From an optimization exercise on the open Yosys and OpenROAD flow, aimed at small area, a short achievable clock period and few clock cycles per item; shortcuts taken in it are not production practice. RTL that was checked went through simulation tests only; none was proved equivalent to the original. Power and IR drop assume default switching activity.

==> flow/design.v (excerpt) <==
module multiply_n_divide_top(clk, reset, a_in, b_in, m_d, start, result, ready);
Size: about 2500 cells after synthesis, about 21000 µm² of cells after synthesis.
Settings: LEC_CHECK=0, CAP_MARGIN=20, CORE_MARGIN=2, CORE_UTILIZATION=60, SETUP_SLACK_MARGIN=0.4, SLEW_MARGIN=20, BUFFER_PORTS_ARGS=-buffer_cell sky130_fd_sc_hd__buf_1; clock period 4.5 ns.
standard.sh (not shown) runs the stock make flow with config.mk's settings and CLKGATE_MAP_FILE= SYNTH_SCRIPT=/design/flow/synth_recipe.tcl, a recipe that flattens the netlist after the stock synthesis.
==> flow/flow/run.sh <==
#!/bin/bash
set -e
export BUFFER_PORTS_ARGS="-buffer_cell sky130_fd_sc_hd__buf_1"
echo 'export BUFFER_PORTS_ARGS = -buffer_cell sky130_fd_sc_hd__buf_1' >> config.mk
bash standard.sh finish > standard_sh.log 2>&1
==> next run, changes <==
- CORE_UTILIZATION: 60 -> 40
- SETUP_SLACK_MARGIN: 0.4 -> 0.1
Effect: Area after synthesis is unchanged. Total power went down by 3.6%. Routed wire length goes up by 3.0%.
No functional check of the RTL was part of any run of this note.

* * *

## run A
The RTL this note starts from:
==> flow/design.v <==
module multiply_n_divide_top(clk, reset, a_in, b_in, m_d, start, result, ready);
    input [63:0] a_in, b_in;
    input clk, reset, start, m_d;
    output ready;
    output [128:0] result;
    function [6:0] len64;
        input [63:0] x;
        integer i;
        begin
            len64 = 7'd0;
            for (i = 0; i < 64; i = i + 1)
                if (x[i]) len64 = i + 1;
        end
    endfunction
    reg [63:0] H, L, Y;                            
    reg [5:0]  idx;
    reg        mb, g, op_mul, busy, setup;
    assign ready  = ~busy;
    assign result = {1'b0, H, L};
    reg  [6:0] la, lb;
    always @(posedge clk) begin
        la <= len64(a_in);
        lb <= len64(b_in);
    end
    wire       sw_r    = lb < la;                  
    wire [6:0] m_i     = sw_r ? lb : la;
    wire       m0_r    = (m_i == 7'd0);
    wire       m1_r    = (m_i == 7'd1);
    wire [5:0] mi_r    = m_i[5:0] - 6'd2;          
    wire [6:0] k_i     = la - lb;
    wire [5:0] kr_i    = k_i[5:0] | 6'd15;
    wire [5:0] la1_i   = la[5:0] - 6'd1;
    wire       bz_i    = (lb == 7'd0);
    wire       use_la  = la1_i <= kr_i;
    wire       alb_r   = (la < lb) & ~bz_i;        
    wire [5:0] s0_r    = bz_i ? 6'd63 : (use_la ? la1_i : kr_i);
    wire [1:0] kq_r    = bz_i ? 2'd3 : k_i[5:4];
    wire       d0_r    = bz_i ? a_in[63] : (use_la ? 1'b1 : a_in[kr_i]);
    wire        ysel = op_mul & sw_r;
    wire [63:0] ydin = ysel ? a_in : b_in;         
    wire [63:0] src  = ysel ? b_in : a_in;         
    reg  [63:0] r0;
    always @* begin
        case (kq_r)
            2'd0: r0 = {16'd0, a_in[63:16]};
            2'd1: r0 = {32'd0, a_in[63:32]};
            2'd2: r0 = {48'd0, a_in[63:48]};
            default: r0 = 64'd0;
        endcase
    end
    wire run_n = op_mul ? ~(m0_r | m1_r) : ~alb_r;
    wire       last   = (idx == 6'd0);
    wire [5:0] idx_nx = setup ? mi_r : idx - 6'd1;
    wire       mb_nx  = (setup & ~op_mul) ? d0_r : src[idx_nx];
    wire [64:0] xa = {L, mb & ~op_mul};
    wire [64:0] xb = {~op_mul, Y & {64{g}}};
    wire [66:0] s1 = {1'b0, xa, 1'b1} + {1'b0, xb, ~op_mul};
    wire [65:0] s  = s1[66:1];
    wire        co = s[65];                        
    wire [63:0] rem = (co | op_mul) ? s[63:0] : xa[63:0];
    wire [62:0] hp1 = H[62:0] + 63'd1;
    wire [62:0] hsh = (co & op_mul) ? hp1 : H[62:0];
    always @(posedge clk) begin
        Y <= op_mul ? ydin : ~b_in;
        if (reset) begin
            busy  <= 1'b0;
            setup <= 1'b0;
        end else if (!busy) begin
            if (start) begin
                busy   <= 1'b1;
                setup  <= 1'b1;
                op_mul <= m_d;
            end
        end else begin
            setup <= 1'b0;
            if (setup ? !run_n : last) busy <= 1'b0;
            idx <= setup & ~op_mul ? s0_r : idx_nx;
            mb  <= mb_nx;
            g   <= mb_nx | ~op_mul;
            if (setup) begin
                H <= (alb_r & ~op_mul) ? a_in : 64'd0;
                L <= op_mul ? (m0_r ? 64'd0 : ydin) : r0;
            end else if (op_mul | !last) begin
                H <= {hsh, op_mul ? s[64] : co};
                L <= rem;
            end else begin
                H <= rem;
                L <= {H[62:0], co};
            end
        end
    end
endmodule
==> flow/config.mk <==
export PLATFORM = sky130hd
export DESIGN_NAME = multiply_n_divide_top
export DESIGN_NICKNAME = multiply_n_divide_top
export VERILOG_FILES = /design/flow/design.v
export SDC_FILE = /design/flow/constraint.sdc
export NUM_CORES = 4
export LEC_CHECK = 0
export CAP_MARGIN = 20
export CORE_MARGIN = 2
export CORE_UTILIZATION = 40
export SETUP_SLACK_MARGIN = 0.2
export SLEW_MARGIN = 20
export BUFFER_PORTS_ARGS = -buffer_cell sky130_fd_sc_hd__buf_1
==> flow/constraint.sdc <==
create_clock -name core_clock -period 4.5 [get_ports {clk}]
set_input_delay 0.9000 -clock core_clock [delete_from_list [all_inputs] [get_ports {clk}]]
set_output_delay 0.9000 -clock core_clock [all_outputs]
set_load 0.01 [all_outputs]
Scripts as last shown in full above: flow/flow/run.sh
Testbench counts of run A, summed over its fixed seeds: cycles 24,540, items 1,280.
Setup changes, run A to run B
# run A
export LEC_CHECK = 0
export CAP_MARGIN = 20
export CORE_MARGIN = 2
export CORE_UTILIZATION = 40
export SETUP_SLACK_MARGIN = 0.2
export SLEW_MARGIN = 20
export BUFFER_PORTS_ARGS = -buffer_cell sky130_fd_sc_hd__buf_1
create_clock -name core_clock -period 4.5 [get_ports {clk}]
# run B
export LEC_CHECK = 0
export CAP_MARGIN = 20
export CORE_MARGIN = 2
export CORE_UTILIZATION = 60
export SETUP_SLACK_MARGIN = 0.1
export SLEW_MARGIN = 20
export BUFFER_PORTS_ARGS = -buffer_cell sky130_fd_sc_hd__buf_1
create_clock -name core_clock -period 4.5 [get_ports {clk}]
[summary]
- The multi-input logic cell count was comparable across run A and run B.
- Run B vs run A — met2 wire length dropped by a little under 10%
- When run B is measured against run A, its via count turns out about 2% higher.
- The sequential share of cell area of run B exceeds that of run A by 0.83 points.
- Run A → run B: die area decreased by about 33% relative to the old numbers, required time of the critical path picked up an extra 0.02 ns.
- Largest stage delay on the critical path: run B lower than run A
- When the final numbers for run A and run B were put side by side, the endpoint arrival time on the critical path turned out to be smaller in run A.
- Taking run B as 1.0, run A lands at 1.07 on count of non-filler cells in the finished layout.
- Comparing run A and run B, post-route minimum period is lower on run A.
Setup changes, run B to run C
# run B
export LEC_CHECK = 0
export CAP_MARGIN = 20
export CORE_MARGIN = 2
export CORE_UTILIZATION = 60
export SETUP_SLACK_MARGIN = 0.1
export SLEW_MARGIN = 20
export BUFFER_PORTS_ARGS = -buffer_cell sky130_fd_sc_hd__buf_1
create_clock -name core_clock -period 4.5 [get_ports {clk}]
# run C
export LEC_CHECK = 0
export CAP_MARGIN = 20
export CORE_MARGIN = 2
export CORE_UTILIZATION = 40
export SETUP_SLACK_MARGIN = 0.1
export SLEW_MARGIN = 20
export BUFFER_PORTS_ARGS = -buffer_cell sky130_fd_sc_hd__buf_1
create_clock -name core_clock -period 4.5 [get_ports {clk}]
Notes after the runs:
Run C finished every step from synthesis to the final layout, and the layout passed the timing, design-rule and antenna checks.
Changes observed in run C relative to run B: via count lower, routed wire length higher, final-layout clock-cell area share higher, share of post-route cells with drive strength above 1 higher.
Run C vs. run B: routed wire length on met3 went down by about 1.7%.
Looking at final routed wire length divided by cell count, run C sits 2.6% higher than run B does.
Re worst setup slack after layout: run C and run B aren't equal, and the higher value belongs to run C.
Of run C and run B, run C shows the higher combinational power, with run B below it.
The following lists how run D was set up differently from run C:
# run C
export LEC_CHECK = 0
export CAP_MARGIN = 20
export CORE_MARGIN = 2
export CORE_UTILIZATION = 40
export SETUP_SLACK_MARGIN = 0.1
export SLEW_MARGIN = 20
export BUFFER_PORTS_ARGS = -buffer_cell sky130_fd_sc_hd__buf_1
create_clock -name core_clock -period 4.5 [get_ports {clk}]
# run D
export LEC_CHECK = 0
export CAP_MARGIN = 20
export CORE_MARGIN = 2
export CORE_UTILIZATION = 40
export SLEW_MARGIN = 20
create_clock -name core_clock -period 4.5 [get_ports {clk}]
==> flow/run.sh (new file) <==
#!/bin/bash
# synth_recipe.tcl (not shown) runs the flow's synth.tcl, then flattens the netlist and writes it again
# the make line also repeats each setting of config.mk as NAME=value (left out here)
make -C /OpenROAD-flow-scripts/flow DESIGN_CONFIG=/design/flow/config.mk WORK_HOME=/design/flow/orfs CLKGATE_MAP_FILE= SYNTH_SCRIPT=/design/flow/synth_recipe.tcl finish
removed: flow/flow/run.sh
removed: flow/standard.sh
Notes after the runs:
The cell type of the slowest stage on the worst timing path comes out sky130_fd_sc_hd__or4_4 in one run and sky130_fd_sc_hd__edfxtp_1 in the other, namely in run C and run D respectively.
Measured against each other, run D and run C differ in relative contribution of combinational cells to total power, the higher figure coming from run D.
Between run D and run C, the difference in layout cell share with drive strength beyond 1 is negligible.
From run C to run D the numbers moved as follows: met3 routed wirelength saw an increase; total power consumption of the routed design saw an increase; time the final worst path needs with I/O delays and setup saw an increase.
Changes observed in run D relative to run C: initial antenna violation count -8; layout-stage area growth over the synthesis result +8.4 points.
Of run D and run C, the run reporting the higher core occupancy in the finished layout was run D.
Between run D and run C, total non-filler cell area in the finished layout is higher for run D, run C comes in under that.

-- static timing again, ports no longer ideal --
The flow's constraints put no driver on any port. The routed layouts listed below were extracted and timed again, unchanged, in two steps. Step 1 assumes that a clkbuf_16 drives the clock port and a buf_2 every other input. Step 2 adds t to the input delays and takes it off the output delays; t is the mean of the earliest and latest rising clock arrival at the registers after step 1. Input paths then give back, and output paths get back, about the clock's delay inside the block. Slacks: ideal / step 1 / step 2; pairs: ideal / step 1.
run	t, ns	slack for setup (ns)	worst register clock-pin slew, ns
the first run of note 1	0.635	0.134 / 0.134 / 0.134	0.07 / 0.07
the second run of note 1	0.645	0.171 / 0.171 / 0.171	0.06 / 0.06
run A	0.624	0.293 / 0.293 / 0.293	0.07 / 0.07
run B	0.627	0.151 / 0.151 / 0.151	0.07 / 0.07
run C	0.625	0.161 / 0.161 / 0.161	0.07 / 0.07
run D	0.633	0.146 / 0.146 / 0.109	0.07 / 0.07
After both steps setup and hold are still met in every run listed. For run D, which loses most, drivers alone change the setup slack by 0.000 ns; drivers and shift together by -0.037 ns.
